Context: an optimization exercise on an open-source flow, tuned for small area and a short achievable clock period. The choices shown serve that exercise and are no tape-out recipe.
The RTL was checked by simulation tests, not by an equivalence proof against the original design.
Power is estimated from default activity; no workload was simulated.

==> design/flow/flow/run.sh <==
#!/bin/bash
# Standard ORFS layout, with plain buf_1 cells as the port buffers
# (the default port buffer is a 10 um2 delay buffer) and one tie cell per
# constant value instead of one per constant output.
set -euo pipefail
bash standard.sh synth > synth.log 2>&1
bash standard.sh finish BUFFER_PORTS_ARGS="-buffer_cell sky130_fd_sc_hd__buf_1" SKIP_REPAIR_TIE_FANOUT=1 > layout.log 2>&1
==> design/flow/standard.sh <==
#!/bin/bash
# synth_recipe.tcl (not shown) runs the flow's synth.tcl, then flattens the netlist and writes it again
# the make line also repeats each setting of config.mk as NAME=value (left out here)
make -C /OpenROAD-flow-scripts/flow DESIGN_CONFIG=/design/flow/config.mk WORK_HOME=/design/flow/orfs CLKGATE_MAP_FILE= SYNTH_SCRIPT=/design/flow/synth_recipe.tcl "${@:-finish}"
==> design/flow/config.mk <==
export PLATFORM = sky130hd
export DESIGN_NAME = hft_fpga_low_latency
export DESIGN_NICKNAME = hft_fpga_low_latency
export VERILOG_FILES = /design/flow/design.v
export SDC_FILE = /design/flow/constraint.sdc
export NUM_CORES = 4
export LEC_CHECK = 0
export ABC_AREA = 1
export CAP_MARGIN = 20
export CORE_MARGIN = 2
export CORE_UTILIZATION = 40
export CTS_BUF_LIST = sky130_fd_sc_hd__clkbuf_4 sky130_fd_sc_hd__clkbuf_8
export PLACE_DENSITY = 0.7
export SETUP_SLACK_MARGIN = 2.2
export SLEW_MARGIN = 20
==> design/flow/constraint.sdc <==
create_clock -name core_clock -period 4.0 [get_ports {core_clk}]
set_input_delay 0.8000 -clock core_clock [delete_from_list [all_inputs] [get_ports {core_clk}]]
set_output_delay 0.8000 -clock core_clock [all_outputs]
set_load 0.01 [all_outputs]
==> design/flow/design.v <==
`timescale 1ns / 1ps
module cla_carry #(
    parameter W = 32,
    parameter L = 5          
    ) (
    input wire [W-1:0] g,
    input wire [W-1:0] p,
    output wire c
    );
    wire [W-1:0] gk [0:L];   
    wire [W-1:0] pk [0:L];   
    assign gk[0] = g;
    assign pk[0] = p;
    genvar k, i;
    generate
        for (k = 1; k <= L; k = k + 1) begin : lvl
            for (i = 0; i < (W >> k); i = i + 1) begin : node
                assign gk[k][i] = gk[k-1][2*i+1] | (pk[k-1][2*i+1] & gk[k-1][2*i]);
                assign pk[k][i] = pk[k-1][2*i+1] & pk[k-1][2*i];
            end
            assign gk[k][W-1:(W >> k)] = {(W - (W >> k)){1'b0}};
            assign pk[k][W-1:(W >> k)] = {(W - (W >> k)){1'b0}};
        end
    endgenerate
    assign c = gk[L][0];
endmodule
`timescale 1ns / 1ps
module hft_fpga_low_latency(
    input wire core_clk,
    input wire reset,
    input wire cfg_we,
    input wire [1:0] cfg_addr,
    input wire [31:0] cfg_wdata,
    input wire [63:0] raw_market_data,
    input wire raw_valid,
    output wire [127:0] mg_tx_data,
    output wire mg_tx_valid
    );
    reg [31:0] threshold_n;      
    reg [31:0] risk_min_n;       
    reg [31:0] risk_max_n;       
    always @(posedge core_clk) begin
        if (reset) begin
            threshold_n <= ~32'd1000;
            risk_min_n <= ~32'd1000;
            risk_max_n <= ~32'd5000;
        end else if (cfg_we) begin
            case (cfg_addr)
                2'd0: threshold_n <= ~cfg_wdata;
                2'd1: risk_min_n <= ~cfg_wdata;
                2'd2: risk_max_n <= ~cfg_wdata;
                default: ;
            endcase
        end
    end
    wire [31:0] price = raw_market_data[31:0];
    wire below_threshold;    
    wire below_min;          
    wire above_max;          
    cla_carry #(.W(32), .L(5)) u_cmp_thr (
        .g(~(threshold_n | price)), .p(~(threshold_n & price)), .c(below_threshold));
    cla_carry #(.W(32), .L(5)) u_cmp_min (
        .g(~(risk_min_n | price)), .p(~(risk_min_n & price)), .c(below_min));
    cla_carry #(.W(32), .L(5)) u_cmp_max (
        .g(price & risk_max_n), .p(price | risk_max_n), .c(above_max));
    wire approve = raw_valid && (raw_market_data[63:56] == 8'h01) &&
                   below_threshold && !below_min && !above_max;
    reg [55:0] order_data;
    always @(posedge core_clk) begin
        order_data <= raw_market_data[55:0];
    end
    reg [31:0] order_seq;
    reg order_valid;
    reg order_count;
    wire [31:0] seq_ones_below;
    assign seq_ones_below[0] = 1'b1;
    genvar gi;
    generate
        for (gi = 1; gi < 32; gi = gi + 1) begin : g_ones
            assign seq_ones_below[gi] = &order_seq[gi-1:0];
        end
    endgenerate
    always @(posedge core_clk) begin
        if (reset) begin
            order_seq <= 32'd0;
            order_count <= 1'b0;
        end else begin
            order_seq <= order_seq ^ ({32{order_count}} & seq_ones_below);
            order_count <= approve;
        end
    end
    always @(posedge core_clk or posedge reset) begin
        if (reset)
            order_valid <= 1'b0;
        else
            order_valid <= approve;
    end
    assign mg_tx_data = {order_seq, 8'h01, order_data, 32'h0000_0000};
    assign mg_tx_valid = order_valid;
endmodule
==> results.yml, run 1 <==
status:
  status: "no timing/DRC/antenna violations"
worst_setup_path:
  crit_start: "order_seq[2]$_SDFF_PP0_"
  crit_type: "flip-flop to output port"
  slowest_delay_ps: 390
  cp-end-kind: "output port"
  r2r_end: "order_seq[29]$_SDFF_PP0_"
  arrival_ps: 960
  cp_slowest_cell: "dfxtp_4"
  startpoint_type: "flip-flop"
  cp_max_fo: 4
  reg2regPathDepth: 8
  r2r_start: "order_seq[7]$_SDFF_PP0_"
  critPathBufInv: 1
  crit_chain: "buf_6"
  r2r_setup_slack_ps: 2270
  cp_top_family: "flip-flops"
  critPathRequiredTime_ps: 3200
die:
  start_util_pct: 40.77
  die_area_um2: 20250
  rows: 50
  die_x_um: 142.3
  coreArea_um2: 18770
  die_h_um: 142.3
  ios: 231
timing:
  fin_skew_ps: 12.36
  layout_min_cycle_time_ps: 1755
  final-hold-violation-count: 0
  max_freq_mhz: 569.8
  max-slew-margin-rel_pct: 32.54
  worst_slew_pin_slew_ps: 1012
  rsz0062_at_grt: "true"
  finalSetupViolations: 0
  tns_ps: 0
  fin_crit_sh_pct: 43.88
  slew_viol_final: 0
clock_tree:
  insertion_delay_ps: 460
  cts_buffers: 17
  cts_hold_buf: 0
  clk_pin_slew_worst_paths_ps: 100
  clkSinkCount: 186
  cts_tree: "yes"
  cts_buffer_depth: 2
  h-tree-depth: 4
  root_buffer: "clkbuf_8"
drt:
  drc: 0
  wire_per_inst_um: 13.03
  dr_wl_met3_um: 1034
  first_iter_violations: 311
  ant_nets: 0
  via_per_inst: 4.898
  drt-met1-wl_um: 8603
  wl_met2_um: 8712
  firstDrtPassIters: 5
  dr.max_layer_used: "met4"
  vias: 6984
  wl_um: 18580
cells_and_area:
  postLayoutCoreUtil_pct: 49.37
  multi_input_area_um2: 3312
  n_fill_cell: 1877
  stdcell_area_um2: 9266
  area_growth_pct: 21.09
  drive_above_1_share_pct: 18.05
  seqCellArea_um2: 3789
  fin_nets: 1281
logic_synthesis:
  synth_nets: 1102
  seq_area_frac_synth_pct: 48.72
  yosysMostFrequentCell: "nand2_1"
  postSynthCellCount: 999
  ys_warn_count: 2
  yosysTopAreaCellShare_pct: 48.40
  yosys.area.top_type: "dfxtp_1"
  ys_async_sr_fraction_pct: 0.5376
  yosys_most_used_dff: "dfxtp_1"
  synthTopCellsByArea: "dfxtp_1 48%, nand2_1 9.3%, a21oi_1 8.7%"
  ys_ff_latch: 186
  synth.avg_cell_area_um2: 7.660
  synth_edf_count: 0
  syn_area_um2: 7652
  synth_common_cells: "190 x nand2_1, 185 x dfxtp_1, 133 x a21oi_1"
  ys_types: 43
global_route:
  grt_pass1_vias: 6146
  grt_start_max_net_pins: 93
  grt_usage_pct: 17.61
  grt_overflow_total: 0
  antenna_found_initial: 1
  grt_pass1_wl_um: 28690
place:
  dp_hpwl_um: 12730
  port_buffers: 190
  gp_congestion: 0.8101
  placed_area_um2: 8263
pwr:
  combinationalPowerShare_pct: 10.0
  p_seq_share_pct: 54.1
  p_per_area_nw_per_um2: 392.5
  total_power_uw: 3637
  switching_share_pct: 26.85
  p_leak_uw: 0.004081
  internal_power_uw: 2661
  max-vdd-ir-drop_mv: 0.2210
  clkPwrFrac_pct: 35.9
  p_sw_uw: 976.7
min_path:
  worstHoldPathType: "input pin to async pin"
job:
  max_cap_violations: 0
power by group through the flow:
stage                     logic (µW)  clock network (µW)  registers [µW]
after floorplan                  230                   0            2020
after global placement           342                   0            2010
after detailed placement         349                   0            2020
after CTS                        359                1350            1970
after global routing             414                1420            1980
final                            364                1310            1970
metal layers:
layer	global-route usage (%)	vias to the layer above
met3	4.744	21
li1	-	3645
met4	4.794	0
met1	22.09	3123
met5	0	-
met2	29.95	195
placed cells by master, fill, tap and decap left out, types with 3 or more instances in the layout:
master | synthesis | routed
nor2_4 | 3 | 4
nand2_4 | 3 | 3
dfxtp_1 | 185 | 153
clkinv_4 | 0 | 4
o21ai_1 | 2 | 3
buf_4 | 41 | 39
clkbuf_2 | 0 | 31
buf_1 | 7 | 125
or2_2 | 11 | 11
o22a_1 | 4 | 4
a21oi_1 | 133 | 132
nand4_1 | 8 | 8
o21ai_0 | 130 | 129
nand2_1 | 190 | 190
nand3_4 | 2 | 3
clkinvlp_4 | 0 | 7
inv_1 | 60 | 57
nand3_1 | 31 | 29
inv_2 | 3 | 3
dfxtp_4 | 0 | 8
dfxtp_2 | 0 | 24
buf_2 | 1 | 23
inv_6 | 0 | 6
a31oi_1 | 5 | 5
clkbuf_8 | 1 | 19
or2_0 | 6 | 6
nor3_2 | 2 | 5
o22ai_1 | 9 | 9
o211ai_1 | 3 | 3
nor3_1 | 10 | 6
buf_6 | 1 | 11
nor2_1 | 104 | 102
through the flow:
step / cells / hold slack (ps) / worst slack [ps]
floorplan: 999 / 442.5 / 2218
global placement: 1356 / 451.9 / 1500
detailed placement: 1356 / 461.2 / 1492
CTS: 1403 / 391.6 / 2149
global route: 1425 / 375.7 / 2127
finish: 1426 / 418.5 / 2245
cells by family after synthesis:
family                     count (synthesis)  synth area share, %
AOI/OAI and AO/OA                        290                19.64
DFF                                      186                48.72
xor gates and xnor gates                   1               0.1145
and+or+nand+nor                          382                22.29
buffers and inverters                    137                8.976
other                                      2              0.09814
adders and majority gates                  1               0.1635
worst max-delay path by stage:
stage | slack (ps) | depth (start not counted) | end
finish | 2240 | 1 | mg_tx_data[98]
global route | 2130 | 13 | order_seq[13]$_SDFF_PP0_
CTS | 2150 | 6 | risk_min_n[12]$_SDFFE_PP1P_
detailed placement | 1490 | 10 | order_count$_SDFF_PP0_
global placement | 1500 | 10 | order_count$_SDFF_PP0_
floorplan | 2220 | 6 | risk_min_n[10]$_SDFFE_PP1P_
sequential cells by signal, indices dropped and copies added, names as in the netlist:
register     flops
order_count      1
risk_min_n      32
order_seq       32
risk_max_n      32
order_valid      1
threshold_n     32
order_data      56
area by class of cell:
type	count	area share [%]
antenna	1	0.02701
clock buffer	19	2.822
clock inverter	13	1.674
inverter	64	2.755
multi-input combinational	676	35.74
sequential	186	40.89
tap	234	3.160
timing repair buffer	231	12.77
timing repair inverter	2	0.1620
what timing repair did:
| item | 4_1_cts | 5_1_grt |
|---|---|---|
| gates cloned | 2 | 0 |
| pin swaps | 2 | 14 |
| gates resized for setup | 65 | 74 |
| setup buffers | 13 | 22 |
| setup endpoints to repair | 72 | 116 |
Testbench counts, summed over its fixed seeds: latency cycles 3,243, orders 3,243.
==> run 2: changes to the inputs <==
--- a/design/flow/config.mk
+++ b/design/flow/config.mk
@@ -12,3 +12,2 @@
 export CTS_BUF_LIST = sky130_fd_sc_hd__clkbuf_4 sky130_fd_sc_hd__clkbuf_8
-export PLACE_DENSITY = 0.7
 export SETUP_SLACK_MARGIN = 2.2
==> run 2 against run 1 <==
Net effect: total power is 1.4% lower; die area stayed put; fmax is 0.38% lower; setup slack worse by 6.8 ps; synthesized area stayed put; count of clock-buffer cells in the layout stayed put; clock skew is 0.94 ps lower; largest cell class unchanged; routed wire length is 2.4% lower.
==> results.yml, run 2 <==
clock_tree:
  cts_buffer_depth: 2
  insertion_delay_ps: 460
  cts_tree: "yes"
  root_buffer: "clkbuf_8"
  h-tree-depth: 4
  clkSinkCount: 186
  cts_buffers: 17
  clk_pin_slew_worst_paths_ps: 100
worst_setup_path:
  r2r_start: "order_count$_SDFF_PP0_"
  cp-end-kind: "output port"
  crit_chain: "buf_6"
  cp_max_fo: 1
  slowest_delay_ps: 380
  cp_top_family: "flip-flops"
  startpoint_type: "flip-flop"
  cp_slowest_cell: "dfrtp_1"
  critPathRequiredTime_ps: 3200
  arrival_ps: 960
  critPathBufInv: 1
  crit_type: "flip-flop to output port"
  crit_start: "order_valid$_DFF_PP0_"
logic_synthesis:
  yosysMostFrequentCell: "nand2_1"
  synth_fa_ha_area_share_pct: 0.1635
  synth-compound-area-share_pct: 19.64
  synthTopCellsByArea: "dfxtp_1 48%, nand2_1 9.3%, a21oi_1 8.7%"
  synth_mux_area_share_pct: 0
  synth_top_family_by_area: "simple AND/OR/NAND/NOR gates"
  postSynthCellCount: 999
  yosysTopAreaCellShare_pct: 48.40
  synth_xor_xnor_area_share_pct: 0.1145
  synth_common_cells: "190 x nand2_1, 185 x dfxtp_1, 133 x a21oi_1"
  ys_types: 43
  synth.avg_cell_area_um2: 7.660
  synth_nets: 1102
  synth_edf_count: 0
  syn_area_um2: 7652
  ys_async_sr_fraction_pct: 0.5376
  yosys_most_used_dff: "dfxtp_1"
  ys_ff_latch: 186
  synth_simple_gate_area_share_pct: 22.29
  yosys.area.top_type: "dfxtp_1"
  ys_warn_count: 2
  seq_area_frac_synth_pct: 48.72
cells_and_area:
  drive_above_1_share_pct: 15.42
  layout_commonest_cell: "nand2_1"
  fin_nets: 1271
  postLayoutCoreUtil_pct: 48.35
  final_cell_mix: "190 x nand2_1, 154 x dfxtp_1, 143 x buf_1"
  n_fill_cell: 1925
  largest_reg_flops: 56
  area_growth_pct: 18.57
  top_register: "order_data"
pwr:
  clkPwrFrac_pct: 35.3
  switching_share_pct: 26.51
  p_sw_uw: 950.8
  p_per_area_nw_per_um2: 395.3
  combinationalPowerShare_pct: 9.8
  p_leak_uw: 0.003971
  total_power_uw: 3587
  max-vdd-ir-drop_mv: 0.1997
  internal_power_uw: 2636
  p_seq_share_pct: 54.9
drt:
  drc: 0
  ant_nets: 0
  wire_per_inst_um: 12.81
  first_iter_violations: 285
  firstDrtPassIters: 5
  wl_um: 18130
  vias: 6925
  via_per_inst: 4.894
timing:
  whs_ps: 418.1
  max_freq_mhz: 567.6
  final-hold-violation-count: 0
  fin_crit_sh_pct: 44.05
  layout_min_cycle_time_ps: 1762
  finalSetupViolations: 0
  fin_skew_ps: 11.42
  max-slew-margin-rel_pct: 29.70
  tns_ps: 0
  slew_viol_final: 0
  worst_slew_pin_slew_ps: 1054
  rsz0062_at_grt: "true"
global_route:
  antenna_found_initial: 1
  grt_pass1_vias: 6118
  grt_usage_pct: 18.06
  grt_overflow_total: 0
  grt_start_max_net_pins: 93
  grt_pass1_wl_um: 29310
die:
  coreArea_um2: 18770
  rows: 50
  start_util_pct: 40.77
  die_area_um2: 20250
  die_h_um: 142.3
  ios: 231
  die_x_um: 142.3
status:
  status: "no timing/DRC/antenna violations"
min_path:
  worstHoldPathType: "input pin to flip-flop"
  worstHoldStart: "raw_market_data[35]"
place:
  gp_congestion: 0.7924
  port_buffers: 190
  dp_hpwl_um: 12420
job:
  max_cap_violations: 0
-- run 2: cell count changes in the layout (fill, tap and decap cells not counted), sizes merged --
cell,before,now
clkbuf,51,33
buf,199,208
clkinvlp,7,5
-- run 2: path summary, 6_finish.rpt --
kind	depth (start not counted)	slack (ps)	endpoint
min in group asynchronous	2	430	order_valid$_DFF_PP0_
worst min-delay path	1	420	order_data[35]$_DFF_P_
worst max-delay path	1	2240	mg_tx_valid
max in group asynchronous	2	3230	order_valid$_DFF_PP0_
worst max register to register	9	2370	order_seq[19]$_SDFF_PP0_
worst min register to register	2	470	order_seq[31]$_SDFF_PP0_
-- run 2: through the flow --
stage               cells  setup WS (ps)  instance area (µm²)
floorplan             999           2218                 7652
global placement     1356           1586                 8263
detailed placement   1356           1553                 8263
CTS                  1400           2200                 8848
global route         1414           2165                 9071
finish               1415           2238                 9074
-- run 2: final cells by class --
class                           instances  area [µm²]  share of cell area (%)
Antenna cell                            1       2.502                 0.02758
Multi-Input combinational cell        676        3282                   36.17
Inverter                               64       247.7                   2.730
Timing Repair inverter                  1       7.507                 0.08274
Timing Repair Buffer                  222        1066                   11.75
Clock inverter                         12       137.6                   1.517
Clock buffer                           19       255.2                   2.813
Sequential cell                       186        3782                   41.69
Tap cell                              234       292.8                   3.227
-- run 2: repair_timing --
item	CTS	global route
cloned	1	0
pin swaps	0	1
resized for setup	65	40
hold buffers	0	0
buffers inserted	12	14
setup endpoints to repair	61	102
-- run 2: logic make-up after synthesis --
logic type	count (synthesis)
other	2
and+or+nand+nor	382
DFF	186
adders and majority gates	1
xor gates and xnor gates	1
AOI/OAI and AO/OA	290
buffers and inverters	137
-- run 2: power by group through the flow --
stage	combinational [µW]	sequential, µW	clock [µW]
finish	353	1970	1260
CTS	352	1970	1320
detailed placement	348	2020	0
floorplan	230	2020	0
global route	410	1980	1380
global placement	344	2020	0
-- run 2: worst register-to-register path, stage by stage (launching register included) --
cell and delay [ps]:
dfxtp_4 450, inv_2 80, nor2_4 180, nand2_4 100
nor2_8 140, nand3_4 120, nor2_8 160, nand2_1 100
o21ai_0 150, a21oi_1 50
-- run 2: per-layer routing --
layer / global-route usage, % / wire, µm
met1: 23.53 / 8666
met2: 30.16 / 8301
met3: 3.836 / 902
met4: 5.524 / 256
met5: 0 / 0
==> run 3: changes to the inputs <==
--- a/design/flow/config.mk
+++ b/design/flow/config.mk
@@ -11,3 +11,5 @@
 export CORE_UTILIZATION = 40
-export CTS_BUF_LIST = sky130_fd_sc_hd__clkbuf_4 sky130_fd_sc_hd__clkbuf_8
+export CTS_BUF_LIST = sky130_fd_sc_hd__clkbuf_16
+export CTS_CLUSTER_DIAMETER = 100
+export CTS_CLUSTER_SIZE = 40
 export SETUP_SLACK_MARGIN = 2.2
==> run 3 against run 2 <==
Net effect: still clean on timing, DRC and antenna; via count shrank 0.82%; setup slack worse by 6.6 ps; highest routed layer unchanged; fmax fell by 0.37%; global-route usage hardly changed; first-iteration DRC count is 4.9% lower; synthesized area unchanged; sequential share of layout area shrank 0.24 points.
==> results.yml, run 3 <==
status:
  status: "no timing/DRC/antenna violations"
worst_setup_path:
  crit_start: "order_seq[16]$_SDFF_PP0_"
  cp_slowest_cell: "dfxtp_2"
  cp-end-kind: "output port"
  arrival_ps: 970
  crit_chain: "buf_1"
  crit_type: "flip-flop to output port"
  r2r_start: "order_seq[7]$_SDFF_PP0_"
  cp_num_cells: 1
  cp_top_family: "flip-flops"
  slowest_delay_ps: 380
  critPathRequiredTime_ps: 3200
  startpoint_type: "flip-flop"
  cp_max_fo: 6
  reg2regPathDepth: 8
  critPathBufInv: 1
cells_and_area:
  largest_reg_flops: 56
  n_fill_cell: 1912
  top_register: "order_data"
  layout_commonest_cell: "nand2_1"
  area_growth_pct: 18.64
  fin_nets: 1257
  drive_above_1_share_pct: 12.35
  final_cell_mix: "190 x nand2_1, 164 x dfxtp_1, 155 x buf_1"
logic_synthesis:
  synth_edf_count: 0
  yosys.area.top_type: "dfxtp_1"
  ys_async_sr_fraction_pct: 0.5376
  seq_area_frac_synth_pct: 48.72
  synth_nets: 1102
  yosysTopAreaCellShare_pct: 48.40
  yosysMostFrequentCell: "nand2_1"
  syn_area_um2: 7652
  synth_xor_xnor_area_share_pct: 0.1145
  synth_simple_gate_area_share_pct: 22.29
  synth_common_cells: "190 x nand2_1, 185 x dfxtp_1, 133 x a21oi_1"
  ys_warn_count: 2
  synth_mux_area_share_pct: 0
  postSynthCellCount: 999
  synth_top_family_by_area: "simple AND/OR/NAND/NOR gates"
  yosys_most_used_dff: "dfxtp_1"
  synth.avg_cell_area_um2: 7.660
  ys_types: 43
  synth-compound-area-share_pct: 19.64
  synthTopCellsByArea: "dfxtp_1 48%, nand2_1 9.3%, a21oi_1 8.7%"
  ys_ff_latch: 186
  synth_fa_ha_area_share_pct: 0.1635
die:
  rows: 50
  die_area_um2: 20250
  die_x_um: 142.3
  start_util_pct: 40.77
  ios: 231
  die_h_um: 142.3
  coreArea_um2: 18770
timing:
  worst_slew_pin_slew_ps: 1055
  fin_crit_sh_pct: 44.21
  max_freq_mhz: 565.4
  finalSetupViolations: 0
  rsz0062_at_grt: "true"
  layout_min_cycle_time_ps: 1769
  whs_ps: 456.6
  slew_viol_final: 0
  fin_skew_ps: 8.000
  tns_ps: 0
  max-slew-margin-rel_pct: 29.69
  final-hold-violation-count: 0
drt:
  wl_um: 17950
  firstDrtPassIters: 5
  wire_per_inst_um: 12.81
  first_iter_violations: 271
  ant_nets: 0
  via_per_inst: 4.902
  drc: 0
  vias: 6868
pwr:
  combinationalPowerShare_pct: 9.0
  total_power_uw: 3982
  p_sw_uw: 1002
  p_leak_uw: 0.003898
  p_seq_share_pct: 49.5
  switching_share_pct: 25.17
  clkPwrFrac_pct: 41.5
  p_per_area_nw_per_um2: 438.6
  max-vdd-ir-drop_mv: 0.2974
  internal_power_uw: 2980
place:
  port_buffers: 190
  gp_congestion: 0.7924
  dp_hpwl_um: 12420
global_route:
  grt_pass1_vias: 6057
  grt_overflow_total: 0
  grt_usage_pct: 18.03
  grt_start_max_net_pins: 93
  grt_pass1_wl_um: 29180
  antenna_found_initial: 1
clock_tree:
  cts_hold_buf: 0
  clk_pin_slew_worst_paths_ps: 70
  cts_tree: "yes"
  root_buffer: "clkbuf_16"
  insertion_delay_ps: 430
  clkSinkCount: 186
  cts_buffer_depth: 2
  h-tree-depth: 4
  cts_buffers: 17
min_path:
  worstHoldPathType: "input pin to async pin"
job:
  max_cap_violations: 0
## run 3: area by class of cell
class | instances | area [µm²] | area share, %
antenna | 1 | 2.502 | 0.02756
timing repair buffer | 208 | 918.4 | 10.12
sequential | 186 | 3762 | 41.44
multi-input combinational | 676 | 3277 | 36.09
timing repair inverter | 1 | 7.507 | 0.08269
clock buffer | 17 | 425.4 | 4.686
tap | 234 | 292.8 | 3.225
clock inverter | 14 | 145.1 | 1.599
inverter | 64 | 247.7 | 2.729
## run 3: logic make-up (layout without fill, tap and decap cells)
logic type	after synthesis	after routing
DFF	186	186
buffers and inverters	137	304
xor gates and xnor gates	1	1
and+or+nand+nor	382	382
other	2	3
AOI/OAI and AO/OA	290	290
adders and majority gates	1	1
## run 3: through the flow
| stage | instance area, µm² | cells | utilization, % | worst slack [ps] |
|---|---|---|---|---|
| 2_1_floorplan | 7652 | 999 | - | 2218 |
| 3_3_place_gp | 8263 | 1356 | 44.03 | 1586 |
| 3_5_place_dp | 8263 | 1356 | 44.03 | 1553 |
| 4_1_cts | 8885 | 1389 | 47.34 | 2200 |
| 5_1_grt | 9076 | 1400 | 48.36 | 2160 |
| 6_report | 9079 | 1401 | 48.37 | 2231 |
## run 3: metal layers
layer | GRT usage [%] | up-vias | part of all wire [%]
li1 | - | 3610 | -
met5 | 0 | - | 0
met3 | 3.668 | 13 | 4.7
met1 | 23.21 | 3074 | 48
met2 | 30.43 | 171 | 46
met4 | 5.784 | 0 | 1.2
## run 3: worst paths after layout
check	to	slack [ps]
min reg2reg	order_seq[4]$_SDFF_PP0_	460
min	order_valid$_DFF_PP0_	460
max reg2reg	order_seq[22]$_SDFF_PP0_	2350
max in group asynchronous	order_valid$_DFF_PP0_	3190
max	mg_tx_data[112]	2230
min in group core_clock	order_data[40]$_DFF_P_	460
## run 3: what timing repair did
action | 4_1_cts | 5_1_grt
cloned | 1 | 0
pin swaps | 0 | 7
setup endpoints to repair | 46 | 115
setup buffers | 1 | 11
resized for setup | 22 | 59
## run 3: power groups by stage
stage	Sequential [µW]	Clock, µW	Combinational (µW)
2_1_floorplan	2020	0	230
3_3_place_gp	2020	0	344
3_5_place_dp	2020	0	348
4_1_cts	1970	1700	353
5_1_grt	1980	1770	416
6_report	1970	1650	359
==> run 4: changes to the inputs <==
==> design/flow/flow/run.sh (replaced) <==
#!/bin/bash
set -euo pipefail
cts_bufs=$(sed -n 's/^export CTS_BUF_LIST *= *//p' config.mk)
bash standard.sh synth > synth.log 2>&1
bash standard.sh finish \
  BUFFER_PORTS_ARGS="-buffer_cell sky130_fd_sc_hd__buf_1" \
  SKIP_REPAIR_TIE_FANOUT=1 \
  CTS_ARGS="-sink_clustering_enable -repair_clock_nets -dont_use_dummy_load -buf_list {$cts_bufs}" \
  > layout.log 2>&1
--- a/design/flow/config.mk
+++ b/design/flow/config.mk
@@ -11,5 +11,4 @@
 export CORE_UTILIZATION = 40
-export CTS_BUF_LIST = sky130_fd_sc_hd__clkbuf_16
-export CTS_CLUSTER_DIAMETER = 100
-export CTS_CLUSTER_SIZE = 40
+export CTS_BUF_LIST = sky130_fd_sc_hd__clkbuf_8 sky130_fd_sc_hd__clkbuf_16
+export CTS_CLUSTER_SIZE = 30
 export SETUP_SLACK_MARGIN = 2.2
==> run 4 against run 3 <==
Net effect: total power decreased by 7.1%; clock skew increased by 7.7 ps; critical path depth unchanged; via count decreased by 1.1%; sequential share of layout area increased by 0.53 points; critical path type unchanged; sequential power about the same; global-route usage decreased by 0.11 points; utilization decreased by 0.71 points; sequential cell count unchanged; non-clock buffer count unchanged; final cell count decreased by 1.0%.
==> results.yml, run 4 <==
worst_setup_path:
  cp_slowest_cell: "dfxtp_2"
  critPathRequiredTime_ps: 3200
  critPathBufInv: 1
  cp_max_fo: 4
  slowest_delay_ps: 390
  cp_num_cells: 1
  cp-end-kind: "output port"
  crit_chain: "buf_2"
  reg2regPathDepth: 8
  cp_top_family: "flip-flops"
  crit_type: "flip-flop to output port"
  startpoint_type: "flip-flop"
  arrival_ps: 970
clock_tree:
  cts_tree: "yes"
  root_buffer: "clkbuf_16"
  clk_pin_slew_worst_paths_ps: 70
  cts_buffer_depth: 2
  clkSinkCount: 186
  cts_buffers: 17
  insertion_delay_ps: 420
  h-tree-depth: 4
  cts_hold_buf: 0
timing:
  finalSetupViolations: 0
  final-hold-violation-count: 0
  slew_viol_final: 0
  fin_skew_ps: 15.69
  tns_ps: 0
  whs_ps: 461.1
  setup_ws_ps: 2233
  max_freq_mhz: 565.8
  rsz0062_at_grt: "true"
  max-slew-margin-rel_pct: 29.38
  worst_slew_pin_slew_ps: 1059
  fin_crit_sh_pct: 44.18
  layout_min_cycle_time_ps: 1767
logic_synthesis:
  seq_area_frac_synth_pct: 48.72
  yosysTopAreaCellShare_pct: 48.40
  ys_ff_latch: 186
  ys_warn_count: 2
  synth_edf_count: 0
  syn_area_um2: 7652
  ys_types: 43
  yosys.area.top_type: "dfxtp_1"
  synthTopCellsByArea: "dfxtp_1 48%, nand2_1 9.3%, a21oi_1 8.7%"
  ys_async_sr_fraction_pct: 0.5376
  synth_nets: 1102
  yosysMostFrequentCell: "nand2_1"
  yosys_most_used_dff: "dfxtp_1"
  postSynthCellCount: 999
  synth.avg_cell_area_um2: 7.660
  synth_common_cells: "190 x nand2_1, 185 x dfxtp_1, 133 x a21oi_1"
die:
  die_x_um: 142.3
  die_h_um: 142.3
  start_util_pct: 40.77
  coreArea_um2: 18770
  die_area_um2: 20250
  ios: 231
  rows: 50
min_path:
  hold_path_depth: 1
  worstHoldPathType: "input pin to flip-flop"
cells_and_area:
  area_growth_pct: 16.91
  fin_cells: 1387
  layout_commonest_cell: "nand2_1"
  drive_above_1_share_pct: 11.89
  final_cell_mix: "190 x nand2_1, 166 x dfxtp_1, 150 x buf_1"
  largest_reg_flops: 56
  postLayoutCoreUtil_pct: 47.67
  fin_nets: 1257
  top_register: "order_data"
place:
  port_buffers: 190
  place_ws_ps: 1553
  gp_congestion: 0.7924
  dp_hpwl_um: 12420
  dp_cells: 1356
drt:
  vias: 6795
  drc: 0
  wire_per_inst_um: 12.87
  via_per_inst: 4.899
  ant_nets: 0
  firstDrtPassIters: 5
  first_iter_violations: 263
  wl_um: 17860
pwr:
  switching_share_pct: 24.24
  clkPwrFrac_pct: 36.8
  p_leak_uw: 0.003852
  p_sw_uw: 896.6
  internal_power_uw: 2802
  combinationalPowerShare_pct: 9.7
  max-vdd-ir-drop_mv: 0.2959
  p_seq_share_pct: 53.4
  p_per_area_nw_per_um2: 413.4
global_route:
  grt_overflow_total: 0
  grt_pass1_vias: 6030
  grt_start_max_net_pins: 93
  grt_pass1_wl_um: 28970
  grt_usage_pct: 17.92
  antenna_found_initial: 1
job:
  max_cap_violations: 0
status:
  status: "no timing/DRC/antenna violations"
[run 4: per-layer routing]
layer | track usage (%) | routed length (µm)
met4 | 5.888 | 253
met1 | 23.16 | 8540
met2 | 30.00 | 8194
met3 | 3.735 | 867
met5 | 0 | 0
[run 4: logic make-up (layout without fill, tap and decap cells)]
logic type	Yosys count	count (layout)	synth area share, %
compound gates	290	290	19.64
flops	186	186	48.72
xor+xnor	1	1	0.1145
fa+ha+maj	1	1	0.1635
other cells	2	3	0.09814
simple gates	382	382	22.29
buf+inv	137	290	8.976
[run 4: layout make-up]
type                            instances  area, µm²
Inverter                               64      247.7
Tap cell                              234      292.8
Timing Repair inverter                  1      7.507
Timing Repair Buffer                  208      927.1
Clock buffer                           17      425.4
Antenna cell                            1      2.502
Multi-Input combinational cell        676       3288
Sequential cell                       186       3755
Fill cell                            1922       9822
[run 4: what timing repair did]
item | in CTS | in global routing
buffers inserted | 1 | 11
gates resized for setup | 22 | 65
pin swaps | 0 | 7
cloned | 1 | 0
setup endpoints to repair | 45 | 115
hold endpoints to repair | 0 | 0
[run 4: path summary, 6_finish.rpt]
check                                               from  slack [ps]                       end
worst max-delay path            order_seq[23]$_SDFF_PP0_        2230           mg_tx_data[119]
worst min-delay path                 raw_market_data[40]         460    order_data[40]$_DFF_P_
worst max register to register   order_seq[7]$_SDFF_PP0_        2330  order_seq[31]$_SDFF_PP0_
worst min register to register   order_seq[4]$_SDFF_PP0_         460   order_seq[4]$_SDFF_PP0_
max in group asynchronous                          reset        3170     order_valid$_DFF_PP0_
min in group asynchronous                          reset         480     order_valid$_DFF_PP0_
[run 4: power groups by stage]
stage / clock [µW] / sequential (µW) / combinational (µW)
floorplan: 0 / 2020 / 230
global placement: 0 / 2020 / 344
detailed placement: 0 / 2020 / 348
CTS: 1410 / 1980 / 352
global route: 1480 / 1980 / 417
finish: 1360 / 1980 / 360
[run 4: per-stage QoR]
stage               total power, µW  instance area (µm²)
floorplan                      2253                 7652
global placement               2359                 8263
detailed placement             2364                 8263
CTS                            3740                 8740
global route                   3877                 8944
finish                         3698                 8946
==> run 5: changes to the inputs <==
--- a/design/flow/config.mk
+++ b/design/flow/config.mk
@@ -11,5 +11,4 @@
 export CORE_UTILIZATION = 40
-export CTS_BUF_LIST = sky130_fd_sc_hd__clkbuf_8 sky130_fd_sc_hd__clkbuf_16
-export CTS_CLUSTER_SIZE = 30
-export SETUP_SLACK_MARGIN = 2.2
+export CTS_BUF_LIST = sky130_fd_sc_hd__clkbuf_4 sky130_fd_sc_hd__clkbuf_8
+export SETUP_SLACK_MARGIN = 2.15
 export SLEW_MARGIN = 20
==> run 5 against run 4 <==
Net effect: fmax shrank 1.3%; sequential power hardly changed; synthesized area did not move; count of clock-buffer cells in the layout stayed put; final cell count shrank 0.36%; clock skew grew 11 ps; hold slack worse by 38 ps; highest routed layer unchanged; critical path depth unchanged; routed wire length shrank 0.91%; total power is 12% lower; critical path type unchanged; utilization shrank 1.6 points; sequential share of layout area is 1.5 points higher.
==> results.yml, run 5 <==
pwr:
  max-vdd-ir-drop_mv: 0.2010
  p_per_area_nw_per_um2: 377.7
  p_leak_uw: 0.003658
clock_tree:
  cts_buffers: 17
  clk_pin_slew_worst_paths_ps: 90
  h-tree-depth: 4
  insertion_delay_ps: 460
  cts_buffer_depth: 2
  root_buffer: "clkbuf_8"
  clkSinkCount: 186
  cts_tree: "yes"
cells_and_area:
  fin_cells: 1382
  top_register: "order_data"
  fin_nets: 1252
  layout_commonest_cell: "nand2_1"
  area_growth_pct: 13.08
  largest_reg_flops: 56
  final_cell_mix: "190 x nand2_1, 171 x buf_1, 164 x dfxtp_1"
  drive_above_1_share_pct: 9.241
drt:
  ant_nets: 0
  drc: 0
  wl_um: 17690
  first_iter_violations: 260
  via_per_inst: 4.904
  vias: 6777
  firstDrtPassIters: 4
  wire_per_inst_um: 12.80
timing:
  final-hold-violation-count: 0
  whs_ps: 423.0
  slew_viol_final: 0
  rsz0062_at_grt: "true"
  max-slew-margin-rel_pct: 29.57
  finalSetupViolations: 0
  fin_crit_sh_pct: 44.77
  tns_ps: 0
  layout_min_cycle_time_ps: 1791
  worst_slew_pin_slew_ps: 1057
  setup_ws_ps: 2209
  max_freq_mhz: 558.4
  fin_skew_ps: 26.90
worst_setup_path:
  reg2regPathDepth: 9
  cp_max_fo: 4
  arrival_ps: 990
  r2r_setup_slack_ps: 2360
  crit_start: "order_seq[23]$_SDFF_PP0_"
  critPathRequiredTime_ps: 3200
  slowest_delay_ps: 390
  critPathBufInv: 1
  cp-end-kind: "output port"
  cp_top_family: "flip-flops"
  cp_num_cells: 1
  cp_slowest_cell: "dfxtp_2"
  startpoint_type: "flip-flop"
  r2r_start: "order_seq[3]$_SDFF_PP0_"
  crit_chain: "buf_2"
  crit_type: "flip-flop to output port"
logic_synthesis:
  synth.avg_cell_area_um2: 7.660
  postSynthCellCount: 999
  synth_nets: 1102
  seq_area_frac_synth_pct: 48.72
  synth_xor_xnor_area_share_pct: 0.1145
  synthTopCellsByArea: "dfxtp_1 48%, nand2_1 9.3%, a21oi_1 8.7%"
  synth_common_cells: "190 x nand2_1, 185 x dfxtp_1, 133 x a21oi_1"
  ys_async_sr_fraction_pct: 0.5376
  synth_mux_area_share_pct: 0
  synth_top_family_by_area: "simple AND/OR/NAND/NOR gates"
  yosys_most_used_dff: "dfxtp_1"
  synth_simple_gate_area_share_pct: 22.29
  synth-compound-area-share_pct: 19.64
  synth_fa_ha_area_share_pct: 0.1635
  yosysMostFrequentCell: "nand2_1"
  yosys.area.top_type: "dfxtp_1"
  yosysTopAreaCellShare_pct: 48.40
  syn_area_um2: 7652
  synth_edf_count: 0
  ys_types: 43
  ys_ff_latch: 186
  ys_warn_count: 2
place:
  port_buffers: 190
  place_ws_ps: 1553
  dp_cells: 1356
  gp_congestion: 0.7924
  dp_hpwl_um: 12420
die:
  rows: 50
  die_h_um: 142.3
  coreArea_um2: 18770
  die_x_um: 142.3
  ios: 231
  start_util_pct: 40.77
  die_area_um2: 20250
global_route:
  grt_overflow_total: 0
  grt_usage_pct: 17.85
  grt_pass1_vias: 5990
  grt_start_max_net_pins: 93
  antenna_found_initial: 1
  grt_pass1_wl_um: 28810
min_path:
  hold_path_depth: 1
  worstHoldStart: "raw_market_data[33]"
  worstHoldPathType: "input pin to flip-flop"
status:
  status: "no timing/DRC/antenna violations"
job:
  max_cap_violations: 0
[run 5: cell counts after synthesis]
Identical to the previous run, type by type.
[run 5: final cells by class]
class,count,area (µm²)
fill,1967,10110
sequential,186,3760
multi-input combinational,676,3258
timing repair buffer,203,850.8
tap,234,292.8
inverter,64,247.7
clock buffer,17,234.0
timing repair inverter,1,7.507
antenna,1,2.502
[run 5: power by group]
part	switching, µW	leakage, µW	internal [µW]
Clock	569	0.000122	377
Sequential	42.2	0.00155	1930
Combinational	228	0.00198	123
Total	839	0.00366	2430
[run 5: final timing paths]
| check | to |
|---|---|
| max | mg_tx_data[119] |
| min | order_data[33]$_DFF_P_ |
| max reg2reg | order_seq[19]$_SDFF_PP0_ |
| min reg2reg | order_seq[4]$_SDFF_PP0_ |
| max in group asynchronous | order_valid$_DFF_PP0_ |
| min in group asynchronous | order_valid$_DFF_PP0_ |
[run 5: metrics by stage]
stage	total power [µW]	util [%]	area (µm²)
detailed placement	2364	44.03	8263
global route	3452	46.09	8651
CTS	3326	45.51	8542
finish	3268	46.11	8653
global placement	2359	44.03	8263
floorplan	2253	-	7652
[run 5: logic make-up (layout without fill, tap and decap cells)]
kind of cell	after synthesis	in the layout
and+or+nand+nor	382	382
AOI/OAI and AO/OA	290	290
DFF	186	186
buffers and inverters	137	285
other	2	3
adders and majority gates	1	1
xor gates and xnor gates	1	1
[run 5: layer usage]
layer  up-vias  routed length, µm  track usage (%)
met5         -                  0                0
met1      3019               8659            23.32
li1       3582                  -                -
met2       159               7974            29.49
met3        17                804            3.937
met4         0                253            5.680
[run 5: worst register-to-register path, stage by stage, from the launching register on]
cell,delay (ps)
dfxtp_1,380
nand4_2,150
nor2_4,170
nand2_4,100
nor2_8,140
nand3_4,120
nor2_8,170
nand2_1,100
o21ai_0,150
a21oi_1,50
[run 5: repair_timing]
action / 4_1_cts / 5_1_grt
hold buffers: 0 / 0
cloned: 1 / 0
setup endpoints to repair: 40 / 63
buffers inserted: 1 / 6
resized for setup: 20 / 29
pin swaps: 0 / 1
==> run 6: changes to the inputs <==
--- a/design/flow/config.mk
+++ b/design/flow/config.mk
@@ -12,3 +12,3 @@
 export CTS_BUF_LIST = sky130_fd_sc_hd__clkbuf_4 sky130_fd_sc_hd__clkbuf_8
-export SETUP_SLACK_MARGIN = 2.15
+export SETUP_SLACK_MARGIN = 2.22
 export SLEW_MARGIN = 20
==> run 6 against run 5 <==
Net effect: sequential power hardly changed; synthesized cell count stayed put; clock power is 0.5% higher; combinational power is 4% higher; count of clock-buffer cells in the layout stayed put; sequential cell count stayed put; critical endpoint is now mg_tx_valid; via count is 1.0% higher; final cell count is 1.7% higher; setup slack better by 43 ps; register-to-register slack worse by 50 ps; die area stayed put.
==> results.yml, run 6 <==
cells_and_area:
  area_growth_pct: 19.82
  seqCellArea_um2: 3804
  multi_input_area_um2: 3321
  n_fill_cell: 1887
  drive_above_1_share_pct: 19.23
  layout_commonest_cell: "nand2_1"
  top_register: "order_data"
  fin_nets: 1275
  final_cell_mix: "188 x nand2_1, 145 x dfxtp_1, 132 x a21oi_1"
  fin_cells: 1405
  largest_reg_flops: 56
logic_synthesis:
  yosys.area.top_type: "dfxtp_1"
  ys_types: 43
  yosys_most_used_dff: "dfxtp_1"
  seq_area_frac_synth_pct: 48.72
  ys_warn_count: 2
  yosysMostFrequentCell: "nand2_1"
  synth_edf_count: 0
  ys_ff_latch: 186
  synthTopCellsByArea: "dfxtp_1 48%, nand2_1 9.3%, a21oi_1 8.7%"
  postSynthCellCount: 999
  syn_area_um2: 7652
  ys_async_sr_fraction_pct: 0.5376
  synth_common_cells: "190 x nand2_1, 185 x dfxtp_1, 133 x a21oi_1"
  synth_nets: 1102
  yosysTopAreaCellShare_pct: 48.40
  synth.avg_cell_area_um2: 7.660
worst_setup_path:
  arrival_ps: 950
  cp-end-kind: "output port"
  cp_slowest_cell: "dfrtp_1"
  crit_chain: "buf_6"
  critPathRequiredTime_ps: 3200
  r2r_start: "order_seq[1]$_SDFF_PP0_"
  crit_start: "order_valid$_DFF_PP0_"
  startpoint_type: "flip-flop"
  cp_max_fo: 1
  slowest_delay_ps: 370
  critPathBufInv: 1
  cp_top_family: "flip-flops"
  crit_type: "flip-flop to output port"
timing:
  finalSetupViolations: 0
  max_freq_mhz: 572.1
  tns_ps: 0
  max-slew-margin-rel_pct: 30.68
  rsz0062_at_grt: "true"
  layout_min_cycle_time_ps: 1748
  final-hold-violation-count: 0
  slew_viol_final: 0
  fin_crit_sh_pct: 43.70
  worst_slew_pin_slew_ps: 1040
  fin_skew_ps: 28.98
drt:
  via_per_inst: 4.873
  drc: 0
  firstDrtPassIters: 5
  wire_per_inst_um: 12.83
  first_iter_violations: 256
  wl_um: 18030
  ant_nets: 0
  vias: 6847
clock_tree:
  h-tree-depth: 4
  cts_buffers: 17
  cts_tree: "yes"
  insertion_delay_ps: 470
  cts_buffer_depth: 2
  clkSinkCount: 186
  clk_pin_slew_worst_paths_ps: 100
  root_buffer: "clkbuf_8"
pwr:
  p_per_area_nw_per_um2: 358.1
  total_power_uw: 3283
  p_leak_uw: 0.004059
  max-vdd-ir-drop_mv: 0.2174
global_route:
  antenna_found_initial: 1
  grt_start_max_net_pins: 93
  grt_pass1_vias: 6052
  grt_usage_pct: 17.66
  grt_pass1_wl_um: 28780
  grt_overflow_total: 0
die:
  ios: 231
  start_util_pct: 40.77
  die_h_um: 142.3
  die_x_um: 142.3
  die_area_um2: 20250
  coreArea_um2: 18770
  rows: 50
place:
  dp_cells: 1356
  gp_congestion: 0.8230
  dp_hpwl_um: 12480
  port_buffers: 190
min_path:
  worstHoldPathType: "input pin to flip-flop"
  worstHoldStart: "raw_market_data[52]"
status:
  status: "no timing/DRC/antenna violations"
job:
  max_cap_violations: 0
## run 6: changes by cell type in the layout (fill, tap and decap cells not counted), sizes merged
cell / previous run / this run
clkbuf: 31 / 50
buf: 189 / 193
## run 6: kinds of logic after synthesis
logic type | after synthesis | synth area share [%]
DFF | 186 | 48.72
buffers and inverters | 137 | 8.976
xor gates and xnor gates | 1 | 0.1145
AOI/OAI and AO/OA | 290 | 19.64
other | 2 | 0.09814
adders and majority gates | 1 | 0.1635
and+or+nand+nor | 382 | 22.29
## run 6: path summary, 6_finish.rpt
kind                                             to  slack, ps  depth (start not counted)
hold reg to reg            order_seq[18]$_SDFF_PP0_        470                          2
setup / recovery                        mg_tx_valid       2250                          1
max in group asynchronous     order_valid$_DFF_PP0_       3210                          2
setup reg to reg           order_seq[25]$_SDFF_PP0_       2310                         10
min in group asynchronous     order_valid$_DFF_PP0_        440                          2
hold / removal               order_data[52]$_DFF_P_        410                          1
## run 6: through the flow
step / cell area [µm²] / setup slack [ps] / utilization (%) / hold WS, ps
5_1_grt: 9166 / 2177 / 48.84 / 366.1
3_5_place_dp: 8268 / 1558 / 44.05 / 459.7
4_1_cts: 8743 / 2221 / 46.59 / 378.0
2_1_floorplan: 7657 / 2238 / - / 442.5
3_3_place_gp: 8268 / 1609 / 44.05 / 454.0
6_report: 9169 / 2252 / 48.85 / 410.7
## run 6: area by class of cell
cell class                 instances  share of cell area, %
multi-input combinational        676                  36.22
tap                              234                  3.193
clock buffer                      17                  2.552
timing repair inverter             1                0.08188
timing repair buffer             226                  13.74
inverter                          64                  2.702
antenna                            1                0.02729
sequential                       186                  41.48
## run 6: report_power, final
group,total (µW),leakage (µW),switching [µW],internal (µW)
Clock,950,0.000122,574,376
Sequential,1970,0.00156,42.9,1930
Combinational,365,0.00238,230,135
## run 6: what timing repair did
item,CTS,global route
hold buffers,0,0
endpoints found under the setup margin,73,126
cloned,1,0
pin swaps,1,5
buffers inserted,14,16
gates resized for setup,71,131
endpoints found under the hold margin,0,0
## run 6: layer usage
| metal | wire length [µm] | GRT usage (%) | up-vias |
|---|---|---|---|
| li1 | - | - | 3621 |
| met1 | 8528 | 22.97 | 3053 |
| met2 | 8417 | 29.52 | 161 |
| met3 | 931 | 4.509 | 12 |
| met4 | 152 | 4.221 | 0 |
| met5 | 0 | 0 | - |
==> run 7: changes to the inputs <==
--- a/design/flow/config.mk
+++ b/design/flow/config.mk
@@ -12,3 +12,3 @@
 export CTS_BUF_LIST = sky130_fd_sc_hd__clkbuf_4 sky130_fd_sc_hd__clkbuf_8
-export SETUP_SLACK_MARGIN = 2.22
+export SETUP_SLACK_MARGIN = 2.1
 export SLEW_MARGIN = 20
==> run 7 against run 6 <==
Net effect: still clean on timing, DRC and antenna; sequential power is essentially flat; fmax shrank 4.3%; utilization shrank 3.2 points; clock power is essentially flat; sequential share of layout area grew 2.2 points; global-route usage grew 0.18 points; count of clock-buffer cells in the layout is the same; setup slack lost 79 ps; hold slack gained 13 ps; cell area shrank 6.5%; via count shrank 1.2%; largest cell class unchanged; largest power group unchanged.
==> results.yml, run 7 <==
logic_synthesis:
  ys_ff_latch: 186
  seq_area_frac_synth_pct: 48.72
  postSynthCellCount: 999
  ys_warn_count: 2
  yosysMostFrequentCell: "nand2_1"
  synth_common_cells: "190 x nand2_1, 185 x dfxtp_1, 133 x a21oi_1"
  syn_area_um2: 7652
  synth_edf_count: 0
  yosys.area.top_type: "dfxtp_1"
  synth_nets: 1102
  yosys_most_used_dff: "dfxtp_1"
  yosysTopAreaCellShare_pct: 48.40
  synthTopCellsByArea: "dfxtp_1 48%, nand2_1 9.3%, a21oi_1 8.7%"
  ys_async_sr_fraction_pct: 0.5376
  synth.avg_cell_area_um2: 7.660
  ys_types: 43
die:
  coreArea_um2: 18770
  ios: 231
  die_area_um2: 20250
  rows: 50
  die_x_um: 142.3
  die_h_um: 142.3
  start_util_pct: 40.77
cells_and_area:
  top_register: "order_data"
  largest_reg_flops: 56
  layout_commonest_cell: "nand2_1"
  postLayoutCoreUtil_pct: 45.67
  final_cell_mix: "190 x nand2_1, 187 x buf_1, 175 x dfxtp_1"
  fin_cells: 1377
  fin_nets: 1247
  drive_above_1_share_pct: 6.392
  area_growth_pct: 12.02
clock_tree:
  root_buffer: "clkbuf_8"
  clkSinkCount: 186
  clk_pin_slew_worst_paths_ps: 90
  cts_hold_buf: 0
  h-tree-depth: 4
  insertion_delay_ps: 460
  cts_buffers: 17
  cts_buffer_depth: 2
  cts_tree: "yes"
drt:
  vias: 6768
  wire_per_inst_um: 12.82
  drc: 0
  first_iter_violations: 253
  ant_nets: 0
  via_per_inst: 4.915
  firstDrtPassIters: 5
  wl_um: 17660
worst_setup_path:
  cp_max_fo: 4
  critPathRequiredTime_ps: 3200
  cp_slowest_cell: "dfxtp_1"
  slowest_delay_ps: 410
  startpoint_type: "flip-flop"
  r2r_start: "order_count$_SDFF_PP0_"
  crit_chain: "buf_1"
  cp-end-kind: "output port"
  r2r_end: "order_seq[19]$_SDFF_PP0_"
  arrival_ps: 1030
  crit_type: "flip-flop to output port"
  r2r_setup_slack_ps: 2300
  cp_top_family: "flip-flops"
  critPathBufInv: 1
  reg2regPathDepth: 9
timing:
  rsz0062_at_grt: "false"
  slew_viol_final: 0
  max-slew-margin-rel_pct: 29.18
  layout_min_cycle_time_ps: 1827
  max_freq_mhz: 547.2
  final-hold-violation-count: 0
  fin_skew_ps: 27.68
  tns_ps: 0
  fin_crit_sh_pct: 45.68
  finalSetupViolations: 0
  worst_slew_pin_slew_ps: 1062
pwr:
  p_per_area_nw_per_um2: 381.5
  max-vdd-ir-drop_mv: 0.2009
  p_leak_uw: 0.003567
status:
  status: "no timing/DRC/antenna violations"
global_route:
  grt_pass1_wl_um: 28810
  grt_overflow_total: 0
  grt_usage_pct: 17.85
  grt_start_max_net_pins: 93
  grt_pass1_vias: 5990
  antenna_found_initial: 1
place:
  port_buffers: 190
  gp_congestion: 0.7924
  dp_hpwl_um: 12420
  dp_cells: 1356
min_path:
  worstHoldPathType: "input pin to flip-flop"
  worstHoldStart: "raw_market_data[33]"
  hold_path_end: "order_data[33]$_DFF_P_"
  hold_path_depth: 1
job:
  max_cap_violations: 0
-- run 7: cell counts after synthesis --
No cell type changed its count.
-- run 7: cell type report --
class	instances	area (µm²)
fill	1975	10200
sequential	186	3741
multi-input combinational	676	3253
timing repair buffer	198	793.3
tap	234	292.8
inverter	64	247.7
clock buffer	17	234.0
timing repair inverter	1	7.507
antenna	1	2.502
-- run 7: kinds of logic (layout without fill, tap and decap cells) --
logic type / after synthesis / count (layout) / synth area share [%]
adders and majority gates: 1 / 1 / 0.1635
buffers and inverters: 137 / 280 / 8.976
DFF: 186 / 186 / 48.72
xor gates and xnor gates: 1 / 1 / 0.1145
AOI/OAI and AO/OA: 290 / 290 / 19.64
and+or+nand+nor: 382 / 382 / 22.29
other: 2 / 3 / 0.09814
-- run 7: repair_timing --
action | 4_1_cts | 5_1_grt
setup endpoints to repair | 21 | 42
cloned | 1 | 0
endpoints found under the hold margin | 0 | 0
buffers inserted | 1 | 1
pin swaps | 0 | 1
gates resized for setup | 4 | 15
-- run 7: worst max-delay path by stage --
| stage | start | to | slack (ps) | depth (start not counted) |
|---|---|---|---|---|
| 2_1_floorplan | cfg_addr[0] | risk_min_n[10]$_SDFFE_PP1P_ | 2220 | 6 |
| 3_3_place_gp | cfg_we | threshold_n[20]$_SDFFE_PP1P_ | 1590 | 8 |
| 3_5_place_dp | cfg_addr[1] | threshold_n[10]$_SDFFE_PP1P_ | 1550 | 7 |
| 4_1_cts | order_seq[8]$_SDFF_PP0_ | mg_tx_data[104] | 2100 | 1 |
| 5_1_grt | cfg_we | threshold_n[10]$_SDFFE_PP1P_ | 2110 | 8 |
| 6_report | order_seq[17]$_SDFF_PP0_ | mg_tx_data[113] | 2170 | 1 |
-- run 7: layer usage --
metal	up-vias	global-route usage [%]	routed length (µm)
li1	3573	-	-
met1	3012	23.32	8602
met2	166	29.49	7945
met3	17	3.937	856
met4	0	5.680	253
met5	-	0	0
-- run 7: worst register-to-register path, stage by stage, from the launching register on --
cell,delay (ps)
dfxtp_2,510
inv_2,100
nor2_4,180
nand2_4,100
nor2_8,140
nand3_4,120
nor2_8,170
nand2_1,100
o21ai_0,150
a21oi_1,60
-- run 7: through the flow --
step / setup slack, ps / area (µm²) / power, µW / hold slack [ps]
after floorplan: 2218 / 7652 / 2253 / 442.5
after global placement: 1586 / 8263 / 2359 / 452.0
after detailed placement: 1553 / 8263 / 2364 / 459.7
after CTS: 2102 / 8522 / 3326 / 381.2
after global routing: 2105 / 8569 / 3450 / 387.5
final: 2173 / 8572 / 3270 / 423.5
-- run 7: power breakdown --
part | total, µW | leakage [µW] | switching, µW | internal (µW)
clock network | 949 | 0.000122 | 572 | 377
logic | 347 | 0.00190 | 227 | 121
registers | 1970 | 0.00155 | 42.2 | 1930
==> run 8: changes to the inputs <==
--- a/design/flow/config.mk
+++ b/design/flow/config.mk
@@ -10,5 +10,5 @@
 export CORE_MARGIN = 2
-export CORE_UTILIZATION = 40
+export CORE_UTILIZATION = 30
 export CTS_BUF_LIST = sky130_fd_sc_hd__clkbuf_4 sky130_fd_sc_hd__clkbuf_8
-export SETUP_SLACK_MARGIN = 2.1
+export SETUP_SLACK_MARGIN = 2.15
 export SLEW_MARGIN = 20
==> run 8 against run 7 <==
Net effect: still clean on timing, DRC and antenna; routed wire length grew 11%; critical path depth up 5; sequential cell count unchanged; clock skew rose by 5.9 ps; final cell count is 7.6% higher; register-to-register slack about the same; cell area grew 3.0%; die area rose by 32%; largest cell class unchanged.
==> results.yml, run 8 <==
clock_tree:
  insertion_delay_ps: 450
  root_buffer: "clkbuf_8"
  cts_buffer_depth: 2
  clk_pin_slew_worst_paths_ps: 100
  clkSinkCount: 186
  cts_buffers: 17
  cts_tree: "yes"
  cts_hold_buf: 0
  h-tree-depth: 4
pwr:
  p_leak_uw: 0.003705
  max-vdd-ir-drop_mv: 0.1812
  switching_share_pct: 26.53
  p_per_area_nw_per_um2: 375.3
  combinationalPowerShare_pct: 11.1
  clkPwrFrac_pct: 29.4
  p_seq_share_pct: 59.5
  p_sw_uw: 879.6
  internal_power_uw: 2435
min_path:
  worstHoldStart: "raw_market_data[49]"
  hold_path_depth: 1
  worstHoldPathType: "input pin to flip-flop"
  hold_path_end: "order_data[49]$_DFF_P_"
global_route:
  antenna_found_initial: 2
  grt_usage_pct: 14.72
  grt_pass1_vias: 6357
  grt_overflow_total: 0
  grt_pass1_wl_um: 31310
  grt_start_max_net_pins: 59
drt:
  dr.max_layer_used: "met4"
  via_per_inst: 4.607
  wl_um: 19550
  dr_wl_met3_um: 1135
  first_iter_violations: 358
  vias: 6828
  wl_met2_um: 8927
  wire_per_inst_um: 13.19
  ant_nets: 0
  drc: 0
  firstDrtPassIters: 4
  drt-met1-wl_um: 9224
logic_synthesis:
  yosys.area.top_type: "dfxtp_1"
  yosysMostFrequentCell: "nand2_1"
  synth-compound-area-share_pct: 19.64
  synth.avg_cell_area_um2: 7.660
  synth_simple_gate_area_share_pct: 22.29
  yosys_most_used_dff: "dfxtp_1"
  seq_area_frac_synth_pct: 48.72
  ys_async_sr_fraction_pct: 0.5376
  synth_common_cells: "190 x nand2_1, 185 x dfxtp_1, 133 x a21oi_1"
  synth_mux_area_share_pct: 0
  ys_types: 43
  postSynthCellCount: 999
  synth_nets: 1102
  synth_fa_ha_area_share_pct: 0.1635
  synthTopCellsByArea: "dfxtp_1 48%, nand2_1 9.3%, a21oi_1 8.7%"
  ys_ff_latch: 186
  ys_warn_count: 2
  synth_top_family_by_area: "simple AND/OR/NAND/NOR gates"
  yosysTopAreaCellShare_pct: 48.40
  synth_xor_xnor_area_share_pct: 0.1145
  synth_edf_count: 0
  syn_area_um2: 7652
timing:
  fin_crit_sh_pct: 44.77
  layout_min_cycle_time_ps: 1791
  rsz0062_at_grt: "true"
  slew_viol_final: 0
  tns_ps: 0
  worst_slew_pin_slew_ps: 1022
  max_freq_mhz: 558.5
  finalSetupViolations: 0
  fin_skew_ps: 33.55
  max-slew-margin-rel_pct: 31.82
  final-hold-violation-count: 0
worst_setup_path:
  cp-end-kind: "flip-flop"
  reg2regPathDepth: 8
  r2r_start: "order_seq[7]$_SDFF_PP0_"
  r2r_setup_slack_ps: 2290
  cp_max_fo: 14
  startpoint_type: "input pin"
  critPathRequiredTime_ps: 4360
  crit_type: "input pin to flip-flop"
  arrival_ps: 2150
  r2r_end: "order_seq[31]$_SDFF_PP0_"
cells_and_area:
  fin_cells: 1482
  top_register: "order_data"
  final_cell_mix: "190 x nand2_1, 163 x dfxtp_1, 159 x buf_1"
  fin_nets: 1255
  layout_commonest_cell: "nand2_1"
  largest_reg_flops: 56
  area_growth_pct: 15.42
  drive_above_1_share_pct: 10.96
place:
  port_buffers: 190
  gp_congestion: 0.7697
  dp_cells: 1453
  dp_hpwl_um: 14040
job:
  max_cap_violations: 0
die:
  coreArea_um2: 25110
  die_x_um: 163.7
  start_util_pct: 30.48
  die_area_um2: 26800
  ios: 231
  die_h_um: 163.7
  rows: 58
status:
  status: "no timing/DRC/antenna violations"
[run 8: worst max-delay path by stage]
stage	startpoint	to	depth (start not counted)
after floorplan	cfg_addr[0]	risk_min_n[10]$_SDFFE_PP1P_	6
after global placement	raw_market_data[31]	order_count$_SDFF_PP0_	10
after detailed placement	raw_market_data[31]	order_count$_SDFF_PP0_	10
after CTS	raw_market_data[31]	order_count$_SDFF_PP0_	10
after global routing	raw_market_data[29]	order_count$_SDFF_PP0_	11
final	cfg_we	threshold_n[4]$_SDFFE_PP1P_	6
[run 8: cell families after synthesis]
kind of cell / count (synthesis)
AOI/OAI and AO/OA: 290
other: 2
DFF: 186
buffers and inverters: 137
xor gates and xnor gates: 1
and+or+nand+nor: 382
adders and majority gates: 1
[run 8: power groups by stage]
stage / Clock [µW] / Sequential [µW] / Combinational, µW
floorplan: 0 / 2020 / 230
global placement: 0 / 2020 / 350
detailed placement: 0 / 2020 / 357
CTS: 1030 / 1970 / 367
global route: 1110 / 1980 / 424
finish: 974 / 1970 / 369
[run 8: repair_timing]
action / 4_1_cts / 5_1_grt
endpoints found under the setup margin: 53 / 44
cloned: 2 / 0
resized for setup: 24 / 42
endpoints found under the hold margin: 0 / 0
pin swaps: 6 / 1
buffers inserted: 4 / 4
[run 8: critical path, cell delays in order]
cell        delay [ps]
buf_1              140
inv_1               80
nor3_1             150
buf_4              250
clkinvlp_2         420
o21ai_0            310
[run 8: layer usage]
metal | GRT usage (%) | vias up
li1 | - | 3576
met1 | 19.12 | 3046
met2 | 24.39 | 191
met3 | 3.333 | 15
met4 | 4.386 | 0
met5 | 0 | -
[run 8: metrics by stage]
step / utilization, % / setup slack [ps] / hold WS [ps] / area [µm²] / total power [µW]
finish: 35.18 / 2209 / 432.5 / 8832 / 3315
global route: 35.18 / 2093 / 373.0 / 8832 / 3518
CTS: 34.75 / 2136 / 386.1 / 8726 / 3375
detailed placement: 33.42 / 1421 / 458.5 / 8391 / 2374
global placement: 33.42 / 1423 / 453.8 / 8391 / 2366
floorplan: - / 2218 / 442.5 / 7652 / 2253
[run 8: area by class of cell]
type	instances	area [µm²]
multi-input combinational	676	3279
timing repair buffer	205	879.6
timing repair inverter	2	12.51
tap	330	412.9
antenna	2	5.005
inverter	64	247.7
fill	2727	16280
sequential	186	3761
clock buffer	17	234.0
==> run 9: changes to the inputs <==
--- a/design/flow/config.mk
+++ b/design/flow/config.mk
@@ -10,3 +10,3 @@
 export CORE_MARGIN = 2
-export CORE_UTILIZATION = 30
+export CORE_UTILIZATION = 55
 export CTS_BUF_LIST = sky130_fd_sc_hd__clkbuf_4 sky130_fd_sc_hd__clkbuf_8
==> run 9 against run 8 <==
Net effect: synthesized cell count did not move; setup slack got worse by 5.0 ps; count of clock-buffer cells in the layout did not move; final cell count fell by 11%; cell area fell by 3.4%; sequential power barely moved; utilization rose by 27 points; total power fell by 2.0%; via count fell by 0.73%; first-iteration DRC count fell by 31%; clock power fell by 4.5%; critical endpoint is now mg_tx_valid.
==> results.yml, run 9 <==
pwr:
  max-vdd-ir-drop_mv: 0.2362
  p_leak_uw: 0.003645
  p_per_area_nw_per_um2: 380.8
worst_setup_path:
  cp_max_fo: 1
  reg2regPathDepth: 12
  cp_top_family: "flip-flops"
  critPathRequiredTime_ps: 3200
  arrival_ps: 1000
  crit_type: "flip-flop to output port"
  critPathBufInv: 1
  cp-end-kind: "output port"
  crit_chain: "buf_1"
  cp_slowest_cell: "dfrtp_1"
  cp_num_cells: 1
  slowest_delay_ps: 320
  startpoint_type: "flip-flop"
global_route:
  grt_usage_pct: 22.73
  grt_start_max_net_pins: 93
  grt_pass1_vias: 5984
  grt_overflow_total: 0
  antenna_found_initial: 0
  grt_pass1_wl_um: 27050
timing:
  max-slew-margin-rel_pct: 30.81
  final-hold-violation-count: 0
  max_freq_mhz: 556.9
  slew_viol_final: 0
  rsz0062_at_grt: "true"
  finalSetupViolations: 0
  fin_crit_sh_pct: 44.89
  tns_ps: 0
  setup_ws_ps: 2204
  fin_skew_ps: 12.46
  worst_slew_pin_slew_ps: 1037
  layout_min_cycle_time_ps: 1796
die:
  rows: 43
  die_h_um: 122.0
  ios: 231
  coreArea_um2: 13720
  die_x_um: 122.0
  die_area_um2: 14870
  start_util_pct: 55.78
logic_synthesis:
  synth.avg_cell_area_um2: 7.660
  synth_common_cells: "190 x nand2_1, 185 x dfxtp_1, 133 x a21oi_1"
  yosysTopAreaCellShare_pct: 48.40
  ys_async_sr_fraction_pct: 0.5376
  seq_area_frac_synth_pct: 48.72
  ys_types: 43
  syn_area_um2: 7652
  yosys_most_used_dff: "dfxtp_1"
  synth_edf_count: 0
  yosysMostFrequentCell: "nand2_1"
  postSynthCellCount: 999
  ys_warn_count: 2
  synthTopCellsByArea: "dfxtp_1 48%, nand2_1 9.3%, a21oi_1 8.7%"
  synth_nets: 1102
  ys_ff_latch: 186
  yosys.area.top_type: "dfxtp_1"
place:
  port_buffers: 190
  dp_hpwl_um: 12120
  gp_congestion: 0.8165
  place_ws_ps: 1702
  dp_cells: 1302
clock_tree:
  clk_pin_slew_worst_paths_ps: 90
  cts_hold_buf: 0
  cts_buffers: 17
  clkSinkCount: 186
  root_buffer: "clkbuf_8"
  insertion_delay_ps: 440
  cts_buffer_depth: 2
  cts_tree: "yes"
  h-tree-depth: 4
cells_and_area:
  drive_above_1_share_pct: 8.669
  top_register: "order_data"
  n_antenna_cell: 0
  fin_cells: 1322
  n_fill_cell: 1343
  final_cell_mix: "190 x nand2_1, 169 x buf_1, 166 x dfxtp_1"
  layout_commonest_cell: "nand2_1"
  largest_reg_flops: 56
  fin_nets: 1247
  area_growth_pct: 11.53
drt:
  wl_um: 16660
  first_iter_violations: 246
  wire_per_inst_um: 12.60
  firstDrtPassIters: 4
  vias: 6778
  drc: 0
  via_per_inst: 5.127
  ant_nets: 0
status:
  status: "no timing/DRC/antenna violations"
min_path:
  worstHoldPathType: "input pin to flip-flop"
  hold_path_depth: 1
job:
  max_cap_violations: 0
## run 9: cell counts after synthesis
No cell type changed its count.
## run 9: power breakdown
part / internal [µW] / switching [µW]
combinational: 121 / 225
sequential: 1930 / 42.4
clock: 376 / 554
## run 9: cell type report
type	instances	area [µm²]	share of cell area (%)
timing repair buffer	199	823.3	9.647
sequential	186	3755	44.00
clock buffer	17	234.0	2.742
multi-input combinational	676	3253	38.12
inverter	64	244.0	2.859
tap	180	225.2	2.639
## run 9: worst register-to-register path, stage by stage (launching register included)
cell and delay (ps):
dfxtp_1 390, nand4_2 160, nor2_4 180, nand2_4 100, nor2_8 130, nand2_4 70, nor2_4 120, nand2_4 80
nor2_4 90, nand2_2 70, nand2_1 60, nand2_1 50, nor2_1 110
## run 9: layer usage
metal,track usage (%),wire [µm],vias up
li1,-,-,3566
met1,28.95,7812,3048
met2,38.79,7867,148
met3,4.682,791,16
met4,7.040,187,0
met5,0,0,-
## run 9: through the flow
stage                     instance area, µm²  hold WS (ps)  total power, µW  utilization, %
after floorplan                         7652         442.5             2253               -
after global placement                  8195         453.1             2355           59.74
after detailed placement                8195         461.9             2363           59.74
after CTS                               8448         407.5             3284           61.58
after global routing                    8534         396.9             3417           62.21
final                                   8534         430.7             3250           62.21
## run 9: worst paths after layout
path / startpoint / endpoint / slack [ps]
setup / recovery: order_valid$_DFF_PP0_ / mg_tx_valid / 2200
hold / removal: raw_market_data[51] / order_data[51]$_DFF_P_ / 430
setup reg to reg: order_seq[3]$_SDFF_PP0_ / order_seq[13]$_SDFF_PP0_ / 2330
hold reg to reg: order_seq[18]$_SDFF_PP0_ / order_seq[18]$_SDFF_PP0_ / 470
max in group asynchronous: reset / order_valid$_DFF_PP0_ / 2770
min in group asynchronous: reset / order_valid$_DFF_PP0_ / 610
## run 9: repair_timing
item | 4_1_cts | 5_1_grt
pin swaps | 0 | 1
resized for setup | 11 | 34
endpoints found under the setup margin | 21 | 55
buffers inserted | 0 | 3
## run 9: logic make-up (layout without fill, tap and decap cells)
logic type               count (synthesis)  count (layout)  share of synthesized area, %
adder cells (fa/ha/maj)                  1               1                        0.1635
flip-flops                             186             186                         48.72
buffers and inverters                  137             280                         8.976
XOR/XNOR                                 1               1                        0.1145
AND/OR/NAND/NOR                        382             382                         22.29
AO/OA/AOI/OAI                          290             290                         19.64
other                                    2               2                       0.09814

==> static timing again, ports no longer ideal <==
No port has a modelled driver above. Below, the same layouts with a new extraction and two added sets of constraints.
Step 1, drivers: a clkbuf_16 drives core_clk and a buf_2 each remaining input, both assumed.
Step 2 times the ports against the registers' clock, not the clock port: input delays grow and output delays shrink by t, the midpoint of the rising clock arrivals with the driver on.
Three values: ideal ports, drivers, drivers and shift; two values: the first two.
run	t, ns	setup WS [ns]
run 1	0.485	2.245 / 2.211 / 1.804
run 2	0.490	2.238 / 2.203 / 1.855
run 3	0.464	2.231 / 2.189 / 1.882
run 4	0.457	2.233 / 2.189 / 1.893
run 5	0.480	2.209 / 2.173 / 1.793
run 6	0.488	2.252 / 2.216 / 1.836
run 7	0.480	2.173 / 2.137 / 1.798
run 8	0.476	2.209 / 2.182 / 1.750
run 9	0.478	2.204 / 2.168 / 1.810
After both steps setup and hold are still met in every run listed.
